Context: an optimization exercise on an open-source flow, tuned for small area, a short achievable clock period and few clock cycles per item. The choices shown serve that exercise and are no tape-out recipe. No run shown here included a check of the RTL's function; only the layout flow was run. Power and IR drop assume default switching activity.

## flow/design.v (module list and top-level ports; edited modules follow where they fit)
// module synBusSatRnd: 113 lines
// module singleDelayWithEnableGeneric: 17 lines
// module synDelayWithEnableGeneric: 291 lines
// module synDelayWithEnable: 18 lines
// module FixedPointMultiplier: 37 lines
// module FixedPointAdder: 36 lines
// module Neuron: 1322 lines
// module FA: 4 lines
// module HAN: 4 lines
module Neuron (
 input clk,
 input GlobalReset,             
 input Input_Valid,             
 input [11:0] Bias,             
 output Idle,
 input [335:0] Row_Wgt,         
 input [27:0] Row_Pix,          
 output Row_Ready,              
 output [18:0] NeuronOutput,
 output OutputReady);
  // ...
==> flow/flow/run.sh <==
#!/bin/bash
# The standard layout (the standard.sh: standard synthesis, then ORFS to
# finish), with the ports buffered by sky130_fd_sc_hd__buf_1 cells instead of
# the delay buffers buffer_ports picks by default. Make's output goes to
# flow.log; each ORFS step keeps its own log under orfs/logs/.
set -euo pipefail
bash standard.sh "BUFFER_PORTS_ARGS=-buffer_cell sky130_fd_sc_hd__buf_1" finish > flow.log 2>&1
==> flow/standard.sh <==
#!/bin/bash
# synth_recipe.tcl (not shown) runs the flow's synth.tcl, then flattens the netlist and writes it again
# the make line also repeats each setting of config.mk as NAME=value (left out here)
make -C /OpenROAD-flow-scripts/flow DESIGN_CONFIG=/design/flow/config.mk WORK_HOME=/design/flow/orfs CLKGATE_MAP_FILE= SYNTH_SCRIPT=/design/flow/synth_recipe.tcl "${@:-finish}"
==> flow/config.mk <==
export PLATFORM = sky130hd
export DESIGN_NAME = Neuron
export DESIGN_NICKNAME = Neuron
export VERILOG_FILES = /design/flow/design.v
export SDC_FILE = /design/flow/constraint.sdc
export NUM_CORES = 4
export LEC_CHECK = 0
export CAP_MARGIN = 20
export CORE_MARGIN = 2
export CORE_UTILIZATION = 55
export CTS_BUF_LIST = sky130_fd_sc_hd__clkbuf_8
export CTS_CLUSTER_DIAMETER = 60
export CTS_CLUSTER_SIZE = 16
export PLACE_DENSITY = 0.75
export SETUP_SLACK_MARGIN = 1.6
export SLEW_MARGIN = 20
export SYNTH_HIERARCHICAL = 1
export SYNTH_MINIMUM_KEEP_SIZE = 0
==> flow/constraint.sdc <==
create_clock -name core_clock -period 4.0 [get_ports {clk}]
set_input_delay 0.8000 -clock core_clock [delete_from_list [all_inputs] [get_ports {clk}]]
set_output_delay 0.8000 -clock core_clock [all_outputs]
set_load 0.01 [all_outputs]
==> out/qor.txt, run 1 <==
register area -> 3470 um2
Tot GR Track Use -> 37.3%
Top delay family on crit path -> adder cells
die height -> 157 um
most frequent cells in the layout -> buf_1, nand2_1, fa_1
Slew @ Worst Pin -> 1.14 ns
Sink Count -> 168
via-per-instance ratio -> 5.58
Yosys top cell by area -> fa_1
Synth Area in Adders -> 52.3%
Post-CTS Setup Inserts -> 5
cts bufs inserted -> 17
top flop regs -> acc (19), cyc (6)
setup ws final -> 1.31 ns
I/O Pins -> 401
ys async rst share -> 6.55%
Worst path slowest cell -> fa_2
Remaining DRCs -> 0
register area share after synthesis -> 26.7%
met3 Usage GRT -> 8.47%
Design Power -> 15.0 mW
Post-synth top cells -> nand2_1, fa_1, dfxtp_1
post-route ant nets -> 0
Final Non-Filler Cells -> 1891
Cell Pwr Density -> 898 nW/um2
Setup crit end -> p1_3_0
sw power -> 6.62 mW
share of layout cells above drive strength 1 -> 22.1%
cell area after layout -> 16800 um2
CP Capture Type -> flip-flop
Detailed Route WL -> 48400 um
mux contribution to synthesized area -> 0.703%
# Taps -> 313
status -> no timing/DRC/antenna violations
placed insts -> 1814
post-route clock period utilization -> 67.4%
Filler Cell Count -> 1552
Final Critical Period -> 2.69 ns
global routing's busiest layer -> met2
Met1 Routed Length -> 16200 um
Clock Latency Late Sink -> 0.48 ns
Post-DP HPWL -> 35200 um
==> run 2, diff against run 1 <==
--- a/flow/design.v
+++ b/flow/design.v
@@ -517,55 +517,54 @@
  input [11:0] Bias,             
  output Idle,
  input [335:0] Row_Wgt,         
  input [27:0] Row_Pix,          
  output Row_Ready,              
  output [18:0] NeuronOutput,
  output OutputReady);
 reg busy;
-reg idle_r;
 reg take_r;
+reg first_r;
 reg [5:0] cyc;       
 reg o_OutputReady;
-wire start = Input_Valid & idle_r;
+wire start = Input_Valid & ~busy;
 wire take = start | take_r;
-assign Idle = idle_r;
+assign Idle = ~busy;
 assign Row_Ready = take;
 assign OutputReady = o_OutputReady;
-reg [1:0] vld_r;    
 always @(posedge clk or negedge GlobalReset) begin
   if (!GlobalReset) begin
     busy <= 1'b0;
-    idle_r <= 1'b0;
     take_r <= 1'b0;
+    first_r <= 1'b0;
     cyc <= 6'd0;
     o_OutputReady <= 1'b0;
-    vld_r <= 0;
   end else begin
-    vld_r <= {vld_r[0:0], take};
+    first_r <= busy & (cyc == 6'd1);
     if (start) begin
       busy <= 1'b1;
-      idle_r <= 1'b0;
       take_r <= 1'b1;
       cyc <= 6'd1;
       o_OutputReady <= 1'b0;
     end else if (busy) begin
       cyc <= cyc + 6'd1;
       if (cyc == 6'd27)
         take_r <= 1'b0;
-      if (cyc == 6'd29) begin
+      if (cyc == 6'd30) begin
         busy <= 1'b0;
-        idle_r <= 1'b1;
         o_OutputReady <= 1'b1;
       end
-    end else
-      idle_r <= 1'b1;
+    end
   end
 end
+reg [11:0] bias_r;
+always @(posedge clk)
+  if (start)
+    bias_r <= Bias;
 wire [11:0] pp [0:27];
 genvar g;
 generate
 for (g = 0; g < 28; g = g + 1) begin : PP
   assign pp[g] = ~(Row_Wgt[12*g +: 12] & {12{Row_Pix[g]}});
 end
 endgenerate
 wire s0l0_fs0;
@@ -1356,124 +1355,124 @@
 reg p0_12_5;
 reg p0_12_6;
 reg p0_13_0;
 reg p0_13_1;
 reg p0_13_2;
 reg p0_13_3;
 reg p0_14_0;
 always @(posedge clk) begin
-  p0_0_0 <= s0l2_fs180;
-  p0_0_1 <= pp[27][0];
-  p0_1_0 <= s0l2_fc180;
-  p0_1_1 <= s0l2_fs181;
-  p0_1_2 <= s0l2_fs182;
-  p0_1_3 <= s0l2_fs183;
-  p0_1_4 <= pp[27][1];
-  p0_2_0 <= s0l2_fc181;
-  p0_2_1 <= s0l2_fc182;
-  p0_2_2 <= s0l2_fc183;
-  p0_2_3 <= s0l2_fs184;
-  p0_2_4 <= s0l2_fs185;
-  p0_2_5 <= s0l2_fs186;
-  p0_2_6 <= s0l2_fs187;
-  p0_2_7 <= pp[27][2];
-  p0_3_0 <= s0l2_fc184;
-  p0_3_1 <= s0l2_fc185;
-  p0_3_2 <= s0l2_fc186;
-  p0_3_3 <= s0l2_fc187;
-  p0_3_4 <= s0l2_fs188;
-  p0_3_5 <= s0l2_fs189;
-  p0_3_6 <= s0l2_fs190;
-  p0_3_7 <= s0l2_fs191;
-  p0_3_8 <= pp[27][3];
-  p0_4_0 <= s0l2_fc188;
-  p0_4_1 <= s0l2_fc189;
-  p0_4_2 <= s0l2_fc190;
-  p0_4_3 <= s0l2_fc191;
-  p0_4_4 <= s0l2_fs192;
-  p0_4_5 <= s0l2_fs193;
-  p0_4_6 <= s0l2_fs194;
-  p0_4_7 <= s0l2_fs195;
-  p0_4_8 <= pp[27][4];
-  p0_5_0 <= s0l2_fc192;
-  p0_5_1 <= s0l2_fc193;
-  p0_5_2 <= s0l2_fc194;
-  p0_5_3 <= s0l2_fc195;
-  p0_5_4 <= s0l2_fs196;
-  p0_5_5 <= s0l2_fs197;
-  p0_5_6 <= s0l2_fs198;
-  p0_5_7 <= s0l2_fs199;
-  p0_5_8 <= pp[27][5];
-  p0_6_0 <= s0l2_fc196;
-  p0_6_1 <= s0l2_fc197;
-  p0_6_2 <= s0l2_fc198;
-  p0_6_3 <= s0l2_fc199;
-  p0_6_4 <= s0l2_fs200;
-  p0_6_5 <= s0l2_fs201;
-  p0_6_6 <= s0l2_fs202;
-  p0_6_7 <= s0l2_fs203;
-  p0_6_8 <= pp[27][6];
-  p0_7_0 <= s0l2_fc200;
-  p0_7_1 <= s0l2_fc201;
-  p0_7_2 <= s0l2_fc202;
-  p0_7_3 <= s0l2_fc203;
-  p0_7_4 <= s0l2_fs204;
-  p0_7_5 <= s0l2_fs205;
-  p0_7_6 <= s0l2_fs206;
-  p0_7_7 <= s0l2_fs207;
-  p0_7_8 <= pp[27][7];
-  p0_8_0 <= s0l2_fc204;
-  p0_8_1 <= s0l2_fc205;
-  p0_8_2 <= s0l2_fc206;
-  p0_8_3 <= s0l2_fc207;
-  p0_8_4 <= s0l2_fs208;
-  p0_8_5 <= s0l2_fs209;
-  p0_8_6 <= s0l2_fs210;
-  p0_8_7 <= s0l2_fs211;
-  p0_8_8 <= pp[27][8];
-  p0_9_0 <= s0l2_fc208;
-  p0_9_1 <= s0l2_fc209;
-  p0_9_2 <= s0l2_fc210;
-  p0_9_3 <= s0l2_fc211;
-  p0_9_4 <= s0l2_fs212;
-  p0_9_5 <= s0l2_fs213;
-  p0_9_6 <= s0l2_fs214;
-  p0_9_7 <= s0l2_fs215;
-  p0_9_8 <= pp[27][9];
-  p0_10_0 <= s0l2_fc212;
-  p0_10_1 <= s0l2_fc213;
-  p0_10_2 <= s0l2_fc214;
-  p0_10_3 <= s0l2_fc215;
-  p0_10_4 <= s0l2_fs216;
-  p0_10_5 <= s0l2_fs217;
-  p0_10_6 <= s0l2_fs218;
-  p0_10_7 <= s0l2_fs219;
-  p0_10_8 <= pp[27][10];
-  p0_11_0 <= s0l2_fc216;
-  p0_11_1 <= s0l2_fc217;
-  p0_11_2 <= s0l2_fc218;
-  p0_11_3 <= s0l2_fc219;
-  p0_11_4 <= s0l2_fs220;
-  p0_11_5 <= s0l2_fs221;
-  p0_11_6 <= s0l2_fs222;
-  p0_11_7 <= s0l2_fs223;
-  p0_11_8 <= pp[27][11];
-  p0_12_0 <= s0l2_fc220;
-  p0_12_1 <= s0l2_fc221;
-  p0_12_2 <= s0l2_fc222;
-  p0_12_3 <= s0l2_fc223;
-  p0_12_4 <= s0l2_fs224;
-  p0_12_5 <= s0l2_fs225;
-  p0_12_6 <= s0l2_fs226;
-  p0_13_0 <= s0l2_fc224;
-  p0_13_1 <= s0l2_fc225;
-  p0_13_2 <= s0l2_fc226;
-  p0_13_3 <= s0l2_fs227;
-  p0_14_0 <= s0l2_fc227;
+  p0_0_0 <= s0l2_fs180 | ~take;
+  p0_0_1 <= pp[27][0] | ~take;
+  p0_1_0 <= s0l2_fc180 | ~take;
+  p0_1_1 <= s0l2_fs181 | ~take;
+  p0_1_2 <= s0l2_fs182 | ~take;
+  p0_1_3 <= s0l2_fs183 | ~take;
+  p0_1_4 <= pp[27][1] | ~take;
+  p0_2_0 <= s0l2_fc181 | ~take;
+  p0_2_1 <= s0l2_fc182 | ~take;
+  p0_2_2 <= s0l2_fc183 | ~take;
+  p0_2_3 <= s0l2_fs184 | ~take;
+  p0_2_4 <= s0l2_fs185 | ~take;
+  p0_2_5 <= s0l2_fs186 | ~take;
+  p0_2_6 <= s0l2_fs187 | ~take;
+  p0_2_7 <= pp[27][2] | ~take;
+  p0_3_0 <= s0l2_fc184 | ~take;
+  p0_3_1 <= s0l2_fc185 | ~take;
+  p0_3_2 <= s0l2_fc186 | ~take;
+  p0_3_3 <= s0l2_fc187 | ~take;
+  p0_3_4 <= s0l2_fs188 | ~take;
+  p0_3_5 <= s0l2_fs189 | ~take;
+  p0_3_6 <= s0l2_fs190 | ~take;
+  p0_3_7 <= s0l2_fs191 | ~take;
+  p0_3_8 <= pp[27][3] | ~take;
+  p0_4_0 <= s0l2_fc188 | ~take;
+  p0_4_1 <= s0l2_fc189 | ~take;
+  p0_4_2 <= s0l2_fc190 | ~take;
+  p0_4_3 <= s0l2_fc191 | ~take;
+  p0_4_4 <= s0l2_fs192 | ~take;
+  p0_4_5 <= s0l2_fs193 | ~take;
+  p0_4_6 <= s0l2_fs194 | ~take;
+  p0_4_7 <= s0l2_fs195 | ~take;
+  p0_4_8 <= pp[27][4] | ~take;
+  p0_5_0 <= s0l2_fc192 | ~take;
+  p0_5_1 <= s0l2_fc193 | ~take;
+  p0_5_2 <= s0l2_fc194 | ~take;
+  p0_5_3 <= s0l2_fc195 | ~take;
+  p0_5_4 <= s0l2_fs196 | ~take;
+  p0_5_5 <= s0l2_fs197 | ~take;
+  p0_5_6 <= s0l2_fs198 | ~take;
+  p0_5_7 <= s0l2_fs199 | ~take;
+  p0_5_8 <= pp[27][5] | ~take;
+  p0_6_0 <= s0l2_fc196 | ~take;
+  p0_6_1 <= s0l2_fc197 | ~take;
+  p0_6_2 <= s0l2_fc198 | ~take;
+  p0_6_3 <= s0l2_fc199 | ~take;
+  p0_6_4 <= s0l2_fs200 | ~take;
+  p0_6_5 <= s0l2_fs201 | ~take;
+  p0_6_6 <= s0l2_fs202 | ~take;
+  p0_6_7 <= s0l2_fs203 | ~take;
+  p0_6_8 <= pp[27][6] | ~take;
+  p0_7_0 <= s0l2_fc200 | ~take;
+  p0_7_1 <= s0l2_fc201 | ~take;
+  p0_7_2 <= s0l2_fc202 | ~take;
+  p0_7_3 <= s0l2_fc203 | ~take;
+  p0_7_4 <= s0l2_fs204 | ~take;
+  p0_7_5 <= s0l2_fs205 | ~take;
+  p0_7_6 <= s0l2_fs206 | ~take;
+  p0_7_7 <= s0l2_fs207 | ~take;
+  p0_7_8 <= pp[27][7] | ~take;
+  p0_8_0 <= s0l2_fc204 | ~take;
+  p0_8_1 <= s0l2_fc205 | ~take;
+  p0_8_2 <= s0l2_fc206 | ~take;
+  p0_8_3 <= s0l2_fc207 | ~take;
+  p0_8_4 <= s0l2_fs208 | ~take;
+  p0_8_5 <= s0l2_fs209 | ~take;
+  p0_8_6 <= s0l2_fs210 | ~take;
+  p0_8_7 <= s0l2_fs211 | ~take;
+  p0_8_8 <= pp[27][8] | ~take;
+  p0_9_0 <= s0l2_fc208 | ~take;
+  p0_9_1 <= s0l2_fc209 | ~take;
+  p0_9_2 <= s0l2_fc210 | ~take;
+  p0_9_3 <= s0l2_fc211 | ~take;
+  p0_9_4 <= s0l2_fs212 | ~take;
+  p0_9_5 <= s0l2_fs213 | ~take;
+  p0_9_6 <= s0l2_fs214 | ~take;
+  p0_9_7 <= s0l2_fs215 | ~take;
+  p0_9_8 <= pp[27][9] | ~take;
+  p0_10_0 <= s0l2_fc212 | ~take;
+  p0_10_1 <= s0l2_fc213 | ~take;
+  p0_10_2 <= s0l2_fc214 | ~take;
+  p0_10_3 <= s0l2_fc215 | ~take;
+  p0_10_4 <= s0l2_fs216 | ~take;
+  p0_10_5 <= s0l2_fs217 | ~take;
+  p0_10_6 <= s0l2_fs218 | ~take;
+  p0_10_7 <= s0l2_fs219 | ~take;
+  p0_10_8 <= pp[27][10] | ~take;
+  p0_11_0 <= s0l2_fc216 | ~take;
+  p0_11_1 <= s0l2_fc217 | ~take;
+  p0_11_2 <= s0l2_fc218 | ~take;
+  p0_11_3 <= s0l2_fc219 | ~take;
+  p0_11_4 <= s0l2_fs220 | ~take;
+  p0_11_5 <= s0l2_fs221 | ~take;
+  p0_11_6 <= s0l2_fs222 | ~take;
+  p0_11_7 <= s0l2_fs223 | ~take;
+  p0_11_8 <= pp[27][11] | ~take;
+  p0_12_0 <= s0l2_fc220 | ~take;
+  p0_12_1 <= s0l2_fc221 | ~take;
+  p0_12_2 <= s0l2_fc222 | ~take;
+  p0_12_3 <= s0l2_fc223 | ~take;
+  p0_12_4 <= s0l2_fs224 | ~take;
+  p0_12_5 <= s0l2_fs225 | ~take;
+  p0_12_6 <= s0l2_fs226 | ~take;
+  p0_13_0 <= s0l2_fc224 | ~take;
+  p0_13_1 <= s0l2_fc225 | ~take;
+  p0_13_2 <= s0l2_fc226 | ~take;
+  p0_13_3 <= s0l2_fs227 | ~take;
+  p0_14_0 <= s0l2_fc227 | ~take;
 end
 wire s1l0_fs228;
 wire s1l0_fc228;
 wire s1l0_fs229;
 wire s1l0_fc229;
 wire s1l0_fs230;
 wire s1l0_fc230;
 wire s1l0_fs231;
@@ -1601,40 +1600,16 @@
 wire s1l2_fs292;
 wire s1l2_fc292;
 wire s1l2_fs293;
 wire s1l2_fc293;
 wire s1l2_fs294;
 wire s1l2_fc294;
 wire s1l2_fs295;
 wire s1l2_fc295;
-wire s1l3_fs296;
-wire s1l3_fc296;
-wire s1l3_hs0;
-wire s1l3_hc0;
-wire s1l3_fs297;
-wire s1l3_fc297;
-wire s1l3_fs298;
-wire s1l3_fc298;
-wire s1l3_fs299;
-wire s1l3_fc299;
-wire s1l3_fs300;
-wire s1l3_fc300;
-wire s1l3_fs301;
-wire s1l3_fc301;
-wire s1l3_fs302;
-wire s1l3_fc302;
-wire s1l3_fs303;
-wire s1l3_fc303;
-wire s1l3_fs304;
-wire s1l3_fc304;
-wire s1l3_fs305;
-wire s1l3_fc305;
-wire s1l3_hs1;
-wire s1l3_hc1;
 FA u_s1l0_f228 (.a(p0_1_0), .b(p0_1_1), .c(p0_1_2), .s(s1l0_fs228), .co(s1l0_fc228));
 FA u_s1l0_f229 (.a(p0_2_0), .b(p0_2_1), .c(p0_2_2), .s(s1l0_fs229), .co(s1l0_fc229));
 FA u_s1l0_f230 (.a(p0_2_3), .b(p0_2_4), .c(p0_2_5), .s(s1l0_fs230), .co(s1l0_fc230));
 FA u_s1l0_f231 (.a(p0_3_0), .b(p0_3_1), .c(p0_3_2), .s(s1l0_fs231), .co(s1l0_fc231));
 FA u_s1l0_f232 (.a(p0_3_3), .b(p0_3_4), .c(p0_3_5), .s(s1l0_fs232), .co(s1l0_fc232));
 FA u_s1l0_f233 (.a(p0_3_6), .b(p0_3_7), .c(p0_3_8), .s(s1l0_fs233), .co(s1l0_fc233));
 FA u_s1l0_f234 (.a(p0_4_0), .b(p0_4_1), .c(p0_4_2), .s(s1l0_fs234), .co(s1l0_fc234));
 FA u_s1l0_f235 (.a(p0_4_3), .b(p0_4_4), .c(p0_4_5), .s(s1l0_fs235), .co(s1l0_fc235));
@@ -1693,100 +1668,128 @@
 FA u_s1l2_f288 (.a(s1l1_fc268), .b(s1l1_fc269), .c(s1l1_fs270), .s(s1l2_fs288), .co(s1l2_fc288));
 FA u_s1l2_f289 (.a(s1l1_fc270), .b(s1l1_fc271), .c(s1l1_fs272), .s(s1l2_fs289), .co(s1l2_fc289));
 FA u_s1l2_f290 (.a(s1l1_fc272), .b(s1l1_fc273), .c(s1l1_fs274), .s(s1l2_fs290), .co(s1l2_fc290));
 FA u_s1l2_f291 (.a(s1l1_fc274), .b(s1l1_fc275), .c(s1l1_fs276), .s(s1l2_fs291), .co(s1l2_fc291));
 FA u_s1l2_f292 (.a(s1l1_fc276), .b(s1l1_fc277), .c(s1l1_fs278), .s(s1l2_fs292), .co(s1l2_fc292));
 FA u_s1l2_f293 (.a(s1l1_fc278), .b(s1l1_fc279), .c(s1l1_fs280), .s(s1l2_fs293), .co(s1l2_fc293));
 FA u_s1l2_f294 (.a(s1l1_fc280), .b(s1l1_fc281), .c(s1l1_fs282), .s(s1l2_fs294), .co(s1l2_fc294));
 FA u_s1l2_f295 (.a(s1l1_fc282), .b(s1l0_fc260), .c(p0_14_0), .s(s1l2_fs295), .co(s1l2_fc295));
-FA u_s1l3_f296 (.a(s1l2_fc283), .b(s1l2_fs284), .c(s1l0_fs233), .s(s1l3_fs296), .co(s1l3_fc296));
-HAN u_s1l3_h0 (.a(s1l2_fc284), .b(s1l2_fs285), .s(s1l3_hs0), .co(s1l3_hc0));
-FA u_s1l3_f297 (.a(s1l2_fc285), .b(s1l2_fs286), .c(s1l1_fs267), .s(s1l3_fs297), .co(s1l3_fc297));
-FA u_s1l3_f298 (.a(s1l2_fc286), .b(s1l2_fs287), .c(s1l1_fs269), .s(s1l3_fs298), .co(s1l3_fc298));
-FA u_s1l3_f299 (.a(s1l2_fc287), .b(s1l2_fs288), .c(s1l1_fs271), .s(s1l3_fs299), .co(s1l3_fc299));
-FA u_s1l3_f300 (.a(s1l2_fc288), .b(s1l2_fs289), .c(s1l1_fs273), .s(s1l3_fs300), .co(s1l3_fc300));
-FA u_s1l3_f301 (.a(s1l2_fc289), .b(s1l2_fs290), .c(s1l1_fs275), .s(s1l3_fs301), .co(s1l3_fc301));
-FA u_s1l3_f302 (.a(s1l2_fc290), .b(s1l2_fs291), .c(s1l1_fs277), .s(s1l3_fs302), .co(s1l3_fc302));
-FA u_s1l3_f303 (.a(s1l2_fc291), .b(s1l2_fs292), .c(s1l1_fs279), .s(s1l3_fs303), .co(s1l3_fc303));
-FA u_s1l3_f304 (.a(s1l2_fc292), .b(s1l2_fs293), .c(s1l1_fs281), .s(s1l3_fs304), .co(s1l3_fc304));
-FA u_s1l3_f305 (.a(s1l2_fc293), .b(s1l2_fs294), .c(p0_13_3), .s(s1l3_fs305), .co(s1l3_fc305));
-HAN u_s1l3_h1 (.a(s1l2_fc294), .b(s1l2_fs295), .s(s1l3_hs1), .co(s1l3_hc1));
 reg p1_0_0;
 reg p1_0_1;
 reg p1_1_0;
 reg p1_2_0;
 reg p1_2_1;
 reg p1_3_0;
+reg p1_3_1;
+reg p1_3_2;
 reg p1_4_0;
 reg p1_4_1;
 reg p1_5_0;
 reg p1_5_1;
+reg p1_5_2;
 reg p1_6_0;
 reg p1_6_1;
+reg p1_6_2;
 reg p1_7_0;
 reg p1_7_1;
+reg p1_7_2;
 reg p1_8_0;
 reg p1_8_1;
+reg p1_8_2;
 reg p1_9_0;
 reg p1_9_1;
+reg p1_9_2;
 reg p1_10_0;
 reg p1_10_1;
+reg p1_10_2;
 reg p1_11_0;
 reg p1_11_1;
+reg p1_11_2;
 reg p1_12_0;
 reg p1_12_1;
+reg p1_12_2;
 reg p1_13_0;
 reg p1_13_1;
+reg p1_13_2;
 reg p1_14_0;
 reg p1_14_1;
 reg p1_15_0;
-reg p1_15_1;
 always @(posedge clk) begin
-  p1_0_0 <= p0_0_0 | ~vld_r[0];
-  p1_0_1 <= p0_0_1 | ~vld_r[0];
-  p1_1_0 <= s1l1_fs261 | ~vld_r[0];
-  p1_2_0 <= s1l2_fs283 | ~vld_r[0];
-  p1_2_1 <= p0_2_7 | ~vld_r[0];
-  p1_3_0 <= s1l3_fs296 | ~vld_r[0];
-  p1_4_0 <= s1l3_fc296 | ~vld_r[0];
-  p1_4_1 <= s1l3_hs0 | ~vld_r[0];
-  p1_5_0 <= s1l3_hc0 | ~vld_r[0];
-  p1_5_1 <= s1l3_fs297 | ~vld_r[0];
-  p1_6_0 <= s1l3_fc297 | ~vld_r[0];
-  p1_6_1 <= s1l3_fs298 | ~vld_r[0];
-  p1_7_0 <= s1l3_fc298 | ~vld_r[0];
-  p1_7_1 <= s1l3_fs299 | ~vld_r[0];
-  p1_8_0 <= s1l3_fc299 | ~vld_r[0];
-  p1_8_1 <= s1l3_fs300 | ~vld_r[0];
-  p1_9_0 <= s1l3_fc300 | ~vld_r[0];
-  p1_9_1 <= s1l3_fs301 | ~vld_r[0];
-  p1_10_0 <= s1l3_fc301 | ~vld_r[0];
-  p1_10_1 <= s1l3_fs302 | ~vld_r[0];
-  p1_11_0 <= s1l3_fc302 | ~vld_r[0];
-  p1_11_1 <= s1l3_fs303 | ~vld_r[0];
-  p1_12_0 <= s1l3_fc303 | ~vld_r[0];
-  p1_12_1 <= s1l3_fs304 | ~vld_r[0];
-  p1_13_0 <= s1l3_fc304 | ~vld_r[0];
-  p1_13_1 <= s1l3_fs305 | ~vld_r[0];
-  p1_14_0 <= s1l3_fc305 | ~vld_r[0];
-  p1_14_1 <= s1l3_hs1 | ~vld_r[0];
-  p1_15_0 <= s1l3_hc1 | ~vld_r[0];
-  p1_15_1 <= s1l2_fc295 | ~vld_r[0];
+  p1_0_0 <= p0_0_0;
+  p1_0_1 <= p0_0_1;
+  p1_1_0 <= s1l1_fs261;
+  p1_2_0 <= s1l2_fs283;
+  p1_2_1 <= p0_2_7;
+  p1_3_0 <= s1l2_fc283;
+  p1_3_1 <= s1l2_fs284;
+  p1_3_2 <= s1l0_fs233;
+  p1_4_0 <= s1l2_fc284;
+  p1_4_1 <= s1l2_fs285;
+  p1_5_0 <= s1l2_fc285;
+  p1_5_1 <= s1l2_fs286;
+  p1_5_2 <= s1l1_fs267;
+  p1_6_0 <= s1l2_fc286;
+  p1_6_1 <= s1l2_fs287;
+  p1_6_2 <= s1l1_fs269;
+  p1_7_0 <= s1l2_fc287;
+  p1_7_1 <= s1l2_fs288;
+  p1_7_2 <= s1l1_fs271;
+  p1_8_0 <= s1l2_fc288;
+  p1_8_1 <= s1l2_fs289;
+  p1_8_2 <= s1l1_fs273;
+  p1_9_0 <= s1l2_fc289;
+  p1_9_1 <= s1l2_fs290;
+  p1_9_2 <= s1l1_fs275;
+  p1_10_0 <= s1l2_fc290;
+  p1_10_1 <= s1l2_fs291;
+  p1_10_2 <= s1l1_fs277;
+  p1_11_0 <= s1l2_fc291;
+  p1_11_1 <= s1l2_fs292;
+  p1_11_2 <= s1l1_fs279;
+  p1_12_0 <= s1l2_fc292;
+  p1_12_1 <= s1l2_fs293;
+  p1_12_2 <= s1l1_fs281;
+  p1_13_0 <= s1l2_fc293;
+  p1_13_1 <= s1l2_fs294;
+  p1_13_2 <= p0_13_3;
+  p1_14_0 <= s1l2_fc294;
+  p1_14_1 <= s1l2_fs295;
+  p1_15_0 <= s1l2_fc295;
 end
-reg [18:0] acc;
-wire [18:0] a_in = acc;
+reg [18:0] acc_s, acc_c;
+wire [18:0] as_in = acc_s |{19{first_r}};
+wire [18:0] ac_in = acc_c |{19{first_r}};
+wire [11:0] bias_in = ~(bias_r & {12{first_r}});
+wire accl0_fs296;
+wire accl0_fc296;
+wire accl0_fs297;
+wire accl0_fc297;
+wire accl0_fs298;
+wire accl0_fc298;
+wire accl0_fs299;
+wire accl0_fc299;
+wire accl0_fs300;
+wire accl0_fc300;
+wire accl0_fs301;
+wire accl0_fc301;
+wire accl0_hs0;
+wire accl0_hc0;
+wire accl0_fs302;
+wire accl0_fc302;
+wire accl0_fs303;
+wire accl0_fc303;
+wire accl0_fs304;
+wire accl0_fc304;
+wire accl0_fs305;
+wire accl0_fc305;
 wire accl0_fs306;
 wire accl0_fc306;
-wire accl0_hs2;
-wire accl0_hc2;
 wire accl0_fs307;
 wire accl0_fc307;
-wire accl0_hs3;
-wire accl0_hc3;
 wire accl0_fs308;
 wire accl0_fc308;
 wire accl0_fs309;
 wire accl0_fc309;
 wire accl0_fs310;
 wire accl0_fc310;
 wire accl0_fs311;
 wire accl0_fc311;
@@ -1795,47 +1798,157 @@
 wire accl0_fs313;
 wire accl0_fc313;
 wire accl0_fs314;
 wire accl0_fc314;
 wire accl0_fs315;
 wire accl0_fc315;
 wire accl0_fs316;
 wire accl0_fc316;
+wire accl0_hs1;
+wire accl0_hc1;
 wire accl0_fs317;
 wire accl0_fc317;
+wire accl0_hs2;
+wire accl0_hc2;
 wire accl0_fs318;
 wire accl0_fc318;
 wire accl0_fs319;
 wire accl0_fc319;
-FA u_accl0_f306 (.a(p1_0_0), .b(p1_0_1), .c(a_in[0]), .s(accl0_fs306), .co(accl0_fc306));
-HAN u_accl0_h2 (.a(p1_1_0), .b(a_in[1]), .s(accl0_hs2), .co(accl0_hc2));
-FA u_accl0_f307 (.a(p1_2_0), .b(p1_2_1), .c(a_in[2]), .s(accl0_fs307), .co(accl0_fc307));
-HAN u_accl0_h3 (.a(p1_3_0), .b(a_in[3]), .s(accl0_hs3), .co(accl0_hc3));
-FA u_accl0_f308 (.a(p1_4_0), .b(p1_4_1), .c(a_in[4]), .s(accl0_fs308), .co(accl0_fc308));
-FA u_accl0_f309 (.a(p1_5_0), .b(p1_5_1), .c(a_in[5]), .s(accl0_fs309), .co(accl0_fc309));
-FA u_accl0_f310 (.a(p1_6_0), .b(p1_6_1), .c(a_in[6]), .s(accl0_fs310), .co(accl0_fc310));
-FA u_accl0_f311 (.a(p1_7_0), .b(p1_7_1), .c(a_in[7]), .s(accl0_fs311), .co(accl0_fc311));
-FA u_accl0_f312 (.a(p1_8_0), .b(p1_8_1), .c(a_in[8]), .s(accl0_fs312), .co(accl0_fc312));
-FA u_accl0_f313 (.a(p1_9_0), .b(p1_9_1), .c(a_in[9]), .s(accl0_fs313), .co(accl0_fc313));
-FA u_accl0_f314 (.a(p1_10_0), .b(p1_10_1), .c(a_in[10]), .s(accl0_fs314), .co(accl0_fc314));
-FA u_accl0_f315 (.a(p1_11_0), .b(p1_11_1), .c(a_in[11]), .s(accl0_fs315), .co(accl0_fc315));
-FA u_accl0_f316 (.a(p1_12_0), .b(p1_12_1), .c(a_in[12]), .s(accl0_fs316), .co(accl0_fc316));
-FA u_accl0_f317 (.a(p1_13_0), .b(p1_13_1), .c(a_in[13]), .s(accl0_fs317), .co(accl0_fc317));
-FA u_accl0_f318 (.a(p1_14_0), .b(p1_14_1), .c(a_in[14]), .s(accl0_fs318), .co(accl0_fc318));
-FA u_accl0_f319 (.a(p1_15_0), .b(p1_15_1), .c(a_in[15]), .s(accl0_fs319), .co(accl0_fc319));
-wire [18:0] sum_a = {a_in[18], a_in[17], accl0_fc319, accl0_fc318, accl0_fc317, accl0_fc316, accl0_fc315, accl0_fc314, accl0_fc313, accl0_fc312, accl0_fc311, accl0_fc310, accl0_fc309, accl0_fc308, accl0_hc3, accl0_fc307, accl0_hc2, accl0_fc306, accl0_fs306};
-wire [18:0] sum_b = {1'b1, 1'b1, a_in[16], accl0_fs319, accl0_fs318, accl0_fs317, accl0_fs316, accl0_fs315, accl0_fs314, accl0_fs313, accl0_fs312, accl0_fs311, accl0_fs310, accl0_fs309, accl0_fs308, accl0_hs3, accl0_fs307, accl0_hs2, 1'b1};
+wire accl1_fs320;
+wire accl1_fc320;
+wire accl1_fs321;
+wire accl1_fc321;
+wire accl1_fs322;
+wire accl1_fc322;
+wire accl1_fs323;
+wire accl1_fc323;
+wire accl1_fs324;
+wire accl1_fc324;
+wire accl1_fs325;
+wire accl1_fc325;
+wire accl1_fs326;
+wire accl1_fc326;
+wire accl1_fs327;
+wire accl1_fc327;
+wire accl1_fs328;
+wire accl1_fc328;
+wire accl1_fs329;
+wire accl1_fc329;
+wire accl1_fs330;
+wire accl1_fc330;
+wire accl1_fs331;
+wire accl1_fc331;
+wire accl1_fs332;
+wire accl1_fc332;
+wire accl1_fs333;
+wire accl1_fc333;
+wire accl1_fs334;
+wire accl1_fc334;
+wire accl1_fs335;
+wire accl1_fc335;
+wire accl2_fs336;
+wire accl2_fc336;
+wire accl2_hs3;
+wire accl2_hc3;
+wire accl2_fs337;
+wire accl2_fc337;
+wire accl2_fs338;
+wire accl2_fc338;
+wire accl2_fs339;
+wire accl2_fc339;
+wire accl2_fs340;
+wire accl2_fc340;
+wire accl2_fs341;
+wire accl2_fc341;
+wire accl2_fs342;
+wire accl2_fc342;
+wire accl2_fs343;
+wire accl2_fc343;
+wire accl2_fs344;
+wire accl2_fc344;
+wire accl2_fs345;
+wire accl2_fc345;
+wire accl2_fs346;
+wire accl2_fc346;
+wire accl2_fs347;
+wire accl2_fc347;
+wire accl2_fs348;
+wire accl2_fc348;
+wire accl2_fs349;
+wire accl2_fc349;
+wire accl2_hs4;
+wire accl2_hc4;
+FA u_accl0_f296 (.a(p1_0_0), .b(p1_0_1), .c(as_in[0]), .s(accl0_fs296), .co(accl0_fc296));
+FA u_accl0_f297 (.a(p1_1_0), .b(as_in[1]), .c(ac_in[1]), .s(accl0_fs297), .co(accl0_fc297));
+FA u_accl0_f298 (.a(p1_2_0), .b(p1_2_1), .c(as_in[2]), .s(accl0_fs298), .co(accl0_fc298));
+FA u_accl0_f299 (.a(p1_3_0), .b(p1_3_1), .c(p1_3_2), .s(accl0_fs299), .co(accl0_fc299));
+FA u_accl0_f300 (.a(as_in[3]), .b(ac_in[3]), .c(bias_in[3]), .s(accl0_fs300), .co(accl0_fc300));
+FA u_accl0_f301 (.a(p1_4_0), .b(p1_4_1), .c(as_in[4]), .s(accl0_fs301), .co(accl0_fc301));
+HAN u_accl0_h0 (.a(ac_in[4]), .b(bias_in[4]), .s(accl0_hs0), .co(accl0_hc0));
+FA u_accl0_f302 (.a(p1_5_0), .b(p1_5_1), .c(p1_5_2), .s(accl0_fs302), .co(accl0_fc302));
+FA u_accl0_f303 (.a(as_in[5]), .b(ac_in[5]), .c(bias_in[5]), .s(accl0_fs303), .co(accl0_fc303));
+FA u_accl0_f304 (.a(p1_6_0), .b(p1_6_1), .c(p1_6_2), .s(accl0_fs304), .co(accl0_fc304));
+FA u_accl0_f305 (.a(as_in[6]), .b(ac_in[6]), .c(bias_in[6]), .s(accl0_fs305), .co(accl0_fc305));
+FA u_accl0_f306 (.a(p1_7_0), .b(p1_7_1), .c(p1_7_2), .s(accl0_fs306), .co(accl0_fc306));
+FA u_accl0_f307 (.a(as_in[7]), .b(ac_in[7]), .c(bias_in[7]), .s(accl0_fs307), .co(accl0_fc307));
+FA u_accl0_f308 (.a(p1_8_0), .b(p1_8_1), .c(p1_8_2), .s(accl0_fs308), .co(accl0_fc308));
+FA u_accl0_f309 (.a(as_in[8]), .b(ac_in[8]), .c(bias_in[8]), .s(accl0_fs309), .co(accl0_fc309));
+FA u_accl0_f310 (.a(p1_9_0), .b(p1_9_1), .c(p1_9_2), .s(accl0_fs310), .co(accl0_fc310));
+FA u_accl0_f311 (.a(as_in[9]), .b(ac_in[9]), .c(bias_in[9]), .s(accl0_fs311), .co(accl0_fc311));
+FA u_accl0_f312 (.a(p1_10_0), .b(p1_10_1), .c(p1_10_2), .s(accl0_fs312), .co(accl0_fc312));
+FA u_accl0_f313 (.a(as_in[10]), .b(ac_in[10]), .c(bias_in[10]), .s(accl0_fs313), .co(accl0_fc313));
+FA u_accl0_f314 (.a(p1_11_0), .b(p1_11_1), .c(p1_11_2), .s(accl0_fs314), .co(accl0_fc314));
+FA u_accl0_f315 (.a(as_in[11]), .b(ac_in[11]), .c(bias_in[11]), .s(accl0_fs315), .co(accl0_fc315));
+FA u_accl0_f316 (.a(p1_12_0), .b(p1_12_1), .c(p1_12_2), .s(accl0_fs316), .co(accl0_fc316));
+HAN u_accl0_h1 (.a(as_in[12]), .b(ac_in[12]), .s(accl0_hs1), .co(accl0_hc1));
+FA u_accl0_f317 (.a(p1_13_0), .b(p1_13_1), .c(p1_13_2), .s(accl0_fs317), .co(accl0_fc317));
+HAN u_accl0_h2 (.a(as_in[13]), .b(ac_in[13]), .s(accl0_hs2), .co(accl0_hc2));
+FA u_accl0_f318 (.a(p1_14_0), .b(p1_14_1), .c(as_in[14]), .s(accl0_fs318), .co(accl0_fc318));
+FA u_accl0_f319 (.a(p1_15_0), .b(as_in[15]), .c(ac_in[15]), .s(accl0_fs319), .co(accl0_fc319));
+FA u_accl1_f320 (.a(accl0_fs296), .b(ac_in[0]), .c(bias_in[0]), .s(accl1_fs320), .co(accl1_fc320));
+FA u_accl1_f321 (.a(accl0_fc296), .b(accl0_fs297), .c(bias_in[1]), .s(accl1_fs321), .co(accl1_fc321));
+FA u_accl1_f322 (.a(accl0_fc297), .b(accl0_fs298), .c(ac_in[2]), .s(accl1_fs322), .co(accl1_fc322));
+FA u_accl1_f323 (.a(accl0_fc298), .b(accl0_fs299), .c(accl0_fs300), .s(accl1_fs323), .co(accl1_fc323));
+FA u_accl1_f324 (.a(accl0_fc299), .b(accl0_fc300), .c(accl0_fs301), .s(accl1_fs324), .co(accl1_fc324));
+FA u_accl1_f325 (.a(accl0_fc301), .b(accl0_hc0), .c(accl0_fs302), .s(accl1_fs325), .co(accl1_fc325));
+FA u_accl1_f326 (.a(accl0_fc302), .b(accl0_fc303), .c(accl0_fs304), .s(accl1_fs326), .co(accl1_fc326));
+FA u_accl1_f327 (.a(accl0_fc304), .b(accl0_fc305), .c(accl0_fs306), .s(accl1_fs327), .co(accl1_fc327));
+FA u_accl1_f328 (.a(accl0_fc306), .b(accl0_fc307), .c(accl0_fs308), .s(accl1_fs328), .co(accl1_fc328));
+FA u_accl1_f329 (.a(accl0_fc308), .b(accl0_fc309), .c(accl0_fs310), .s(accl1_fs329), .co(accl1_fc329));
+FA u_accl1_f330 (.a(accl0_fc310), .b(accl0_fc311), .c(accl0_fs312), .s(accl1_fs330), .co(accl1_fc330));
+FA u_accl1_f331 (.a(accl0_fc312), .b(accl0_fc313), .c(accl0_fs314), .s(accl1_fs331), .co(accl1_fc331));
+FA u_accl1_f332 (.a(accl0_fc314), .b(accl0_fc315), .c(accl0_fs316), .s(accl1_fs332), .co(accl1_fc332));
+FA u_accl1_f333 (.a(accl0_fc316), .b(accl0_hc1), .c(accl0_fs317), .s(accl1_fs333), .co(accl1_fc333));
+FA u_accl1_f334 (.a(accl0_fc317), .b(accl0_hc2), .c(accl0_fs318), .s(accl1_fs334), .co(accl1_fc334));
+FA u_accl1_f335 (.a(accl0_fc319), .b(as_in[16]), .c(ac_in[16]), .s(accl1_fs335), .co(accl1_fc335));
+FA u_accl2_f336 (.a(accl1_fc321), .b(accl1_fs322), .c(bias_in[2]), .s(accl2_fs336), .co(accl2_fc336));
+HAN u_accl2_h3 (.a(accl1_fc322), .b(accl1_fs323), .s(accl2_hs3), .co(accl2_hc3));
+FA u_accl2_f337 (.a(accl1_fc323), .b(accl1_fs324), .c(accl0_hs0), .s(accl2_fs337), .co(accl2_fc337));
+FA u_accl2_f338 (.a(accl1_fc324), .b(accl1_fs325), .c(accl0_fs303), .s(accl2_fs338), .co(accl2_fc338));
+FA u_accl2_f339 (.a(accl1_fc325), .b(accl1_fs326), .c(accl0_fs305), .s(accl2_fs339), .co(accl2_fc339));
+FA u_accl2_f340 (.a(accl1_fc326), .b(accl1_fs327), .c(accl0_fs307), .s(accl2_fs340), .co(accl2_fc340));
+FA u_accl2_f341 (.a(accl1_fc327), .b(accl1_fs328), .c(accl0_fs309), .s(accl2_fs341), .co(accl2_fc341));
+FA u_accl2_f342 (.a(accl1_fc328), .b(accl1_fs329), .c(accl0_fs311), .s(accl2_fs342), .co(accl2_fc342));
+FA u_accl2_f343 (.a(accl1_fc329), .b(accl1_fs330), .c(accl0_fs313), .s(accl2_fs343), .co(accl2_fc343));
+FA u_accl2_f344 (.a(accl1_fc330), .b(accl1_fs331), .c(accl0_fs315), .s(accl2_fs344), .co(accl2_fc344));
+FA u_accl2_f345 (.a(accl1_fc331), .b(accl1_fs332), .c(accl0_hs1), .s(accl2_fs345), .co(accl2_fc345));
+FA u_accl2_f346 (.a(accl1_fc332), .b(accl1_fs333), .c(accl0_hs2), .s(accl2_fs346), .co(accl2_fc346));
+FA u_accl2_f347 (.a(accl1_fc333), .b(accl1_fs334), .c(ac_in[14]), .s(accl2_fs347), .co(accl2_fc347));
+FA u_accl2_f348 (.a(accl1_fc334), .b(accl0_fc318), .c(accl0_fs319), .s(accl2_fs348), .co(accl2_fc348));
+FA u_accl2_f349 (.a(accl1_fc335), .b(as_in[17]), .c(ac_in[17]), .s(accl2_fs349), .co(accl2_fc349));
+HAN u_accl2_h4 (.a(as_in[18]), .b(ac_in[18]), .s(accl2_hs4), .co(accl2_hc4));
+always @(posedge clk) begin
+  acc_s <= {accl2_fc349, accl2_fs349, accl2_fc348, accl2_fc347, accl2_fc346, accl2_fc345, accl2_fc344, accl2_fc343, accl2_fc342, accl2_fc341, accl2_fc340, accl2_fc339, accl2_fc338, accl2_fc337, accl2_hc3, accl2_fc336, accl2_fs336, accl1_fc320, accl1_fs320};
+  acc_c <= {accl2_hs4, 1'b1, accl1_fs335, accl2_fs348, accl2_fs347, accl2_fs346, accl2_fs345, accl2_fs344, accl2_fs343, accl2_fs342, accl2_fs341, accl2_fs340, accl2_fs339, accl2_fs338, accl2_fs337, accl2_hs3, 1'b1, accl1_fs321, 1'b1};
+end
+reg [18:0] o_NeuronOutput;
 always @(posedge clk)
-  if (start) begin
-    acc <= ~{7'd0, Bias};
-  end else begin
-    acc <= sum_a + sum_b + 1;
-  end
-assign NeuronOutput = ~acc;
+  o_NeuronOutput <= ~acc_s + ~acc_c;
+assign NeuronOutput = o_NeuronOutput;
 endmodule
 module FA (input a, input b, input c, output s, output co);
 assign s = a ^ b ^ c;
 assign co = (a & b) | (a & c) | (b & c);
 endmodule
 module HAN (input a, input b, output s, output co);
 assign s = ~(a ^ b);
 assign co = a | b;
==> flow/config.mk (replaced) <==
export PLATFORM = sky130hd
export DESIGN_NAME = Neuron
export DESIGN_NICKNAME = Neuron
export VERILOG_FILES = /design/flow/design.v
export SDC_FILE = /design/flow/constraint.sdc
export NUM_CORES = 4
export LEC_CHECK = 0
export CAP_MARGIN = 20
export CORE_MARGIN = 2
export CORE_UTILIZATION = 40
export PLACE_DENSITY = 0.6
export SLEW_MARGIN = 20
export SYNTH_HIERARCHICAL = 1
export SYNTH_MINIMUM_KEEP_SIZE = 0
==> out/qor.txt, run 2 <==
status -> no timing/DRC/antenna violations
CP bufs+invs -> 2
via-per-instance ratio -> 4.77 (-15%)
most frequent cells in the layout -> buf_1, nand2_1, fa_1
First-pass DRT Iterations -> 5
Clock Latency Late Sink -> 0.51 ns (+0.03 ns)
Final Non-Filler Cells -> 2252 (+19%)
Tot GR Track Use -> 25.5% (-12 points)
worst relative slew slack -> 42.4%
Layout Area Growth over Synthesis -> 20.8%
Final Net Count -> 2477
yosys warns -> 7
crit-path cells -> buf_1, buf_4, nand2_1, fa_1, fa_1, fa_1, or2_2
Worst path slowest cell -> fa_1
Clock Tree Buf Depth -> 3
cts bufs inserted -> 25 (+8)
max incr delay on CP -> 0.56 ns
clk_skew -> 0.0158 ns
number of antenna violations at the first check in global routing -> 4
Max IR drop VDD -> 0.428 mV
remaining global-route overflow -> 0
endpoints failing hold -> 0
Design Power -> 12.3 mW (-19%)
Hold Path Class -> in2async
Final Setup Violations -> 0
top flop regs -> acc_s (19), o_NeuronOutput (19), acc_c (16)
CP dominant cell by count -> fa_1
Clock H-tree levels -> 1
CP Capture Type -> flip-flop
die height -> 200 um (+27%)
CTS root buf -> clkbuf_16
Starting DRT DRC Count -> 449
Post-DP HPWL -> 42000 um (+19%)
Post-DP Area -> 17500 um2
Final Slew Violations -> 0
Avg Inst Size Synth -> 11.7 um2
vias in the first global route -> 12100
Data arrival, critical path -> 3.58 ns
worst-path fanout max -> 7
setup TNS -> 0 ns
CTS tree -> done
cell count after synthesis -> 1308
Slew @ Worst Pin -> 0.864 ns (-0.277 ns)
gp weighted congestion -> 0.935
MaxCap Viol Count -> 0
Cell Pwr Density -> 663 nW/um2 (-26%)
largest net degree at the start of global routing -> 61
cts repair resizes -> 0
CP Launch Type -> primary input
Clock transition at path regs -> 0.06 ns
Starting Density -> 40.6%
Die ar. -> 39800 um2
most common cell after layout, fill and taps aside -> buf_1
post-route clock period utilization -> 79.7% (+12 points)
Remaining DRCs -> 0 (unchanged)
Top delay family on crit path -> adder cells
Detailed Route WL -> 50000 um (+3.4%)
Leakage -> 6.61 nW
die width -> 200 um
CORE AREA -> 37700 um2
RSZ-0062 raised after global routing -> no
Post-CTS Setup Inserts -> 0 (-5)
CP Class -> in2reg
Data required, critical path -> 4.39 ns
CTS hold repair buffers -> 0
post-route ant nets -> 0 (unchanged)
Final Critical Period -> 3.19 ns (+0.493 ns)
FP Rows -> 71
I/O Pins -> 401 (unchanged)
mapped cell area -> 15300 um2
total number of vias -> 10800
# port buffers -> 400
wire length of the first global-routing pass -> 72300 um
cell area after layout -> 18500 um2 (+10%)
post-layout util -> 49.1%
placed insts -> 2208 (+22%)
share of layout cells above drive strength 1 -> 12.0% (-10 points)
Sink Count -> 224 (+33%)
Max Freq -> 314 MHz
Routed WL per cell -> 22.2 um
[run 2: worst paths after layout]
kind                                  start        end  slack, ns  depth (start not counted)
worst min register to register       p0_2_7     p1_2_1       0.33                          0
worst min-delay path            GlobalReset       busy       0.27                          1
max in group asynchronous       GlobalReset    first_r       3.34                          1
min in group core_clock              p0_2_7     p1_2_1       0.33                          0
worst max-delay path             Row_Pix[2]     p0_5_7       0.81                          7
worst max register to register      first_r  acc_c[12]       1.13                          5
[run 2: routing by layer]
| metal | global-route usage [%] | wire length (um) | vias to the layer above |
|---|---|---|---|
| met5 | 0 | 26 | - |
| met4 | 8.37 | 1770 | 4 |
| met3 | 4.00 | 3390 | 84 |
| met2 | 43.3 | 24300 | 469 |
| met1 | 33.6 | 20500 | 5368 |
| li1 | - | - | 4825 |
[run 2: final cells by class]
class	count	area [um2]
Multi-Input combinational cell	980	10300
Timing Repair Buffer	432	1750
Clock buffer	29	681
Antenna cell	1	2.50
Sequential cell	224	4650
Fill cell	3577	19200
Clock inverter	14	263
Inverter	61	229
Tap cell	511	639
[run 2: metrics by stage]
step,hold slack (ns),setup WS (ns)
4_1_cts,0.256,0.837
2_1_floorplan,0.310,0.949
5_1_grt,0.298,0.760
3_5_place_dp,0.317,0.297
6_report,0.274,0.812
3_3_place_gp,0.311,0.328
[run 2: report_power, final]
part	internal, mW	switching, mW	leakage [nW]
registers	3.20	0.431	1.90
logic	2.80	3.23	4.24
clock network	1.67	0.921	0.466

==> static timing again, ports no longer ideal <==
No port has a modelled driver above. Below, the same layouts with a new extraction and two added sets of constraints.
Step 1 sets driving cells, clkbuf_16 on the clock port and buf_2 on the other inputs (assumed; they add their load-dependent delay and slew).
Step 2, shift: input delay + t, output delay - t, t = (earliest + latest rising clock arrival at the registers) / 2. This alone moves slack from input paths to output paths.
a / b / c = ideal / step 1 / step 2; a / b = the first two.
| run | t, ns | setup WS [ns] | hold slack, ns | worst slew at a driven data input, ns | cell pins on the clock port's net |
|---|---|---|---|---|---|
| run 1 | 0.506 | 1.305 / 1.305 / 1.034 | 0.277 / 0.262 / 0.423 | 0.11 | 1 |
| run 2 | 0.552 | 0.812 / 0.836 / 0.285 | 0.274 / 0.249 / 0.329 | 0.14 | 1 |
After both steps setup and hold are still met in every run listed. The setup slack of run 2, which loses most, moves by +0.024 ns with the drivers and by -0.527 ns with both steps.
